Context: an optimization exercise on an open-source flow, tuned for small area. The choices shown serve that exercise and are no tape-out recipe. The RTL was checked by simulation tests, not by an equivalence proof against the original design. Power and IR drop assume default switching activity.

// gf1
module gf1
	(
	input MCLK,
	input CLK,  
	input IOW,
	input IOR,
	input CS1,  
	input CS2,  
	input DACK1,  
	input DACK2,  
	input RESET,
	output WAIT,
	output DRQ1,
	output DRQ2,
	output IRQ1,
	output IRQ2,
	output IRQ3,
	input DMA_TC,
	input [15:0] DATA_i,
	output [15:0] DATA_o,
	input IO16,
	input [3:0] ADDRESS,
	output BUSA_LOW,
	output BUSA_HIGH,
	input [7:0] DRAM_DATA_i,
	output [7:0] DRAM_DATA_o,
	output reg DRAM_WE,
	output reg DRAM_RAS,
	output [8:0] DRAM_ADDR,
	output DRAM_CAS0,
	output DRAM_CAS1,
	output DRAM_CAS2,
	output DRAM_CAS3,
	output DAC_DATA,
	output reg DAC_CLK,
	output reg DAC_LR,
	output reg DAC_LR2
	);
Size: ~14000 cells after synthesis.
clock: 15.0 ns
lec_check: 0
cap_margin: 20
core_margin: 2
core_utilization: 60
place_density: 0.7
slew_margin: 20
synth_memory_max_bits: 16384
standard.sh (not shown) runs the stock make flow with config.mk's settings and CLKGATE_MAP_FILE= SYNTH_SCRIPT=/design/flow/synth_recipe.tcl, a recipe that flattens the netlist after the stock synthesis.
==> flow/flow/run.sh <==
#!/bin/bash
# Own layout flow: the standard synthesis, its combinational logic re-mapped
# for area (registers untouched), then the standard layout with its own
# clock tree settings. Each tool's output goes to a log file here.
set -euo pipefail
HERE=$(pwd)
RES=$HERE/orfs/results/$FLOW_PLATFORM/gf1/base
LIB=$FLOW_HOME/platforms/$FLOW_PLATFORM/lib/sky130_fd_sc_hd__tt_025C_1v80.lib
CFG=$FLOW_HOME/platforms/$FLOW_PLATFORM/config.mk

# 1. standard synthesis
bash standard.sh "$RES/1_2_yosys.v" > "$HERE/log_1_synth.txt" 2>&1
cp "$RES/1_2_yosys.v" "$HERE/synth_standard.v"

# 2. re-map the combinational logic
SEQ=$(grep -oE 'sky130_fd_sc_hd__[a-z0-9_]+' "$RES/1_2_yosys.v" | sort -u | grep -E '__(e|s|se)?df|__dl' | tr '\n' ' ')
DU=$(sed -n '/DONT_USE_CELLS += /,/^#/p' "$CFG" | grep -oE 'sky130_fd_sc_hd__[a-z0-9_]+' | sed 's/^/-dont_use /' | tr '\n' ' ')
sed -e "s#{LIB}#$LIB#g" -e "s#{NETLIST}#$RES/1_2_yosys.v#g" -e "s#{TOP}#$FLOW_TOP#g" \
    -e "s#{SEQ}#$SEQ#g" -e "s#{DONTUSE}#$DU#g" -e "s#{ABCSCRIPT}#$HERE/flow/area.abc#g" \
    flow/remap.ys > "$HERE/remap_run.ys"
yosys -l "$HERE/log_2_remap.txt" -q "$HERE/remap_run.ys" > /dev/null 2>&1

# 3. the rest of the standard layout, with the clock tree settings below
CTS="-sink_clustering_enable -repair_clock_nets -dont_use_dummy_load -sink_clustering_size ${CTS_SIZE:-26} -sink_clustering_max_diameter ${CTS_DIAM:-80}"
bash standard.sh "CTS_ARGS=$CTS" "BUFFER_PORTS_ARGS=-buffer_cell sky130_fd_sc_hd__buf_1" finish > "$HERE/log_3_layout.txt" 2>&1
==> flow/flow/area.abc <==
&get -n
&st
&dc2
&dch -f
&nf -R 1000
&put
mfs2 -W 4 -M 5000
&get -n
&st
&dch -f
&nf -R 1000
&put
mfs2 -W 4 -M 5000
&get -n
&st
&dch -f
&nf -R 1000
&put
==> flow/flow/remap.ys <==
# Re-maps the combinational logic of the standard synthesis netlist for area.
# The flip-flops (dfxtp/edfxtp and any other sequential cell) are kept as they are.
read_liberty -ignore_miss_func {LIB}
read_verilog {NETLIST}
hierarchy -top {TOP}
blackbox {SEQ}
flatten
opt_clean
abc -liberty {LIB} {DONTUSE} -script {ABCSCRIPT}
opt_clean -purge
hilomap -singleton -hicell sky130_fd_sc_hd__conb_1 HI -locell sky130_fd_sc_hd__conb_1 LO
insbuf -buf sky130_fd_sc_hd__buf_4 A X
splitnets
opt_clean -purge
stat -liberty {LIB}
write_verilog -noattr -noexpr -nohex -nodec {NETLIST}
Edit:
--- a/flow/design.v
+++ b/flow/design.v
@@ -71,14 +71,19 @@
 	reg vr_host;             
 	reg [1:0] cl147, clW, cl41, clR, clU;
 	reg [4:0] vr_waddr;
 	reg [1:0] pc147, pcW, pc41, pcR, pcU;
 	reg vr_phost;
 	reg [5:0] vr_pnew;
 	reg vr_win;              
+	reg vr_lost;             
+	reg vr_xfer;
+	reg [4:0] vr_waddr2;
+	reg [1:0] qc147, qcW, qc41, qcR, qcU;
+	reg vr_qhost;
 	reg vr_pend;             
 	reg vr_rdy;
 	reg vr_slot;
 	reg vr_commit;
 	integer vr_i;
 	reg [4735:0] vr_ring;    
 	reg [31:0] vr_oh;        
@@ -1141,22 +1146,40 @@
 		else if ((clk_sel[4] & ~clk1) | clk_sel[12])
 			vr_ones <= 1'b1;
 		vr_rdy = vr_pend | (vr_win & ~voice_ram_update);
 		vr_slot = (vr_waddr[2:0] + vr_rot) == 3'd7;
 		vr_commit = vr_rdy & vr_slot;
 		vr_rot <= vr_rot + 3'd1;
 		vr_win <= voice_ram_update;
-		vr_pend <= vr_rdy & ~vr_commit;
+		vr_xfer = vr_lost & ~voice_ram_update & (~vr_rdy | vr_commit);
+		vr_pend <= (vr_rdy & ~vr_commit) | vr_xfer;
 		if (voice_ram_update & (~vr_rdy | vr_commit))
 		begin
 			vr_waddr <= ram_addr_l;
 			pc147 <= cl147; pcW <= clW; pc41 <= cl41; pcR <= clR; pcU <= clU;
 			vr_phost <= vr_host;
 			vr_pnew <= { wave_params_l2[2][2] & ~wave_irq_clear_l5, wave_params_l2[2][1], wave_params_l2[2][0],
 				ramp_params_l2[2][2] & ~ramp_irq_clear_l5, ramp_params_l2[2][1], ramp_params_l2[2][0] };
+			vr_lost <= 1'b0;
+		end
+		else if (voice_ram_update)
+		begin
+			vr_waddr2 <= ram_addr_l;
+			qc147 <= cl147; qcW <= clW; qc41 <= cl41; qcR <= clR; qcU <= clU;
+			vr_qhost <= vr_host;
+			vr_lost <= 1'b1;
+		end
+		else if (vr_xfer)
+		begin
+			vr_waddr <= vr_waddr2;
+			pc147 <= qc147; pcW <= qcW; pc41 <= qc41; pcR <= qcR; pcU <= qcU;
+			vr_phost <= vr_qhost;
+			vr_pnew <= { wave_params_l2[2][2] & ~wave_irq_clear_l5, wave_params_l2[2][1], wave_params_l2[2][0],
+				ramp_params_l2[2][2] & ~ramp_irq_clear_l5, ramp_params_l2[2][1], ramp_params_l2[2][0] };
+			vr_lost <= 1'b0;
 		end
 		for (vr_i = 0; vr_i < 4; vr_i = vr_i + 1)
 		begin
 			vr_ring[(vr_i*8+1)*148 +: 148*7] <= vr_ring[(vr_i*8+0)*148 +: 148*7];
 			if (vr_commit & (vr_waddr[4:3] == vr_i))
 				vr_ring[(vr_i*8)*148 +: 148] <= (vr_ring[(vr_i*8+7)*148 +: 148] & ~vr_we) | (vr_wd & vr_we);
 			else
=> The new run completed with no timing, DRC or antenna violations. Core utilization hardly moves. Combinational power falls by 9.5%. Critical path depth goes down by 12. Non-clock buffer count grows by 3. Count of clock-buffer cells in the layout went down by 3. Global-route usage shrinks by 1.1 points. Via count hardly moves. Area after synthesis is higher by 0.37%. Cell area stays flat. Total power goes down by 1.5%. Hold slack is better by 0.017 ns. Maximum frequency is lower by 2.9%. Routed wire length shrinks by 2.3%.

-- separate check: timing with driven ports --
How much do the figures lean on ideal ports? The routed layouts below were timed once more, with nothing changed but the port constraints. Step 1 sets driving cells, clkbuf_16 on the clock port and buf_2 on the other inputs (assumed; they add their load-dependent delay and slew). Step 2 moves the port delays by t, midway between the first and last clock arrival at a register: inputs arrive t later, outputs are due t later. That takes back most of the time a late clock gives input paths. a / b / c = ideal ports / drivers / drivers and shift; a / b = the first two.
run	t (ns)	slack for setup (ns)	worst setup path after step 2
the first run	1.017	6.168 / 6.168 / 5.247	input to register
the second run	1.024	5.902 / 5.979 / 4.955	input to register
After both steps setup and hold are still met in every run listed. The setup slack of the second run, which loses most, moves by +0.077 ns with the drivers and by -0.947 ns with both steps.
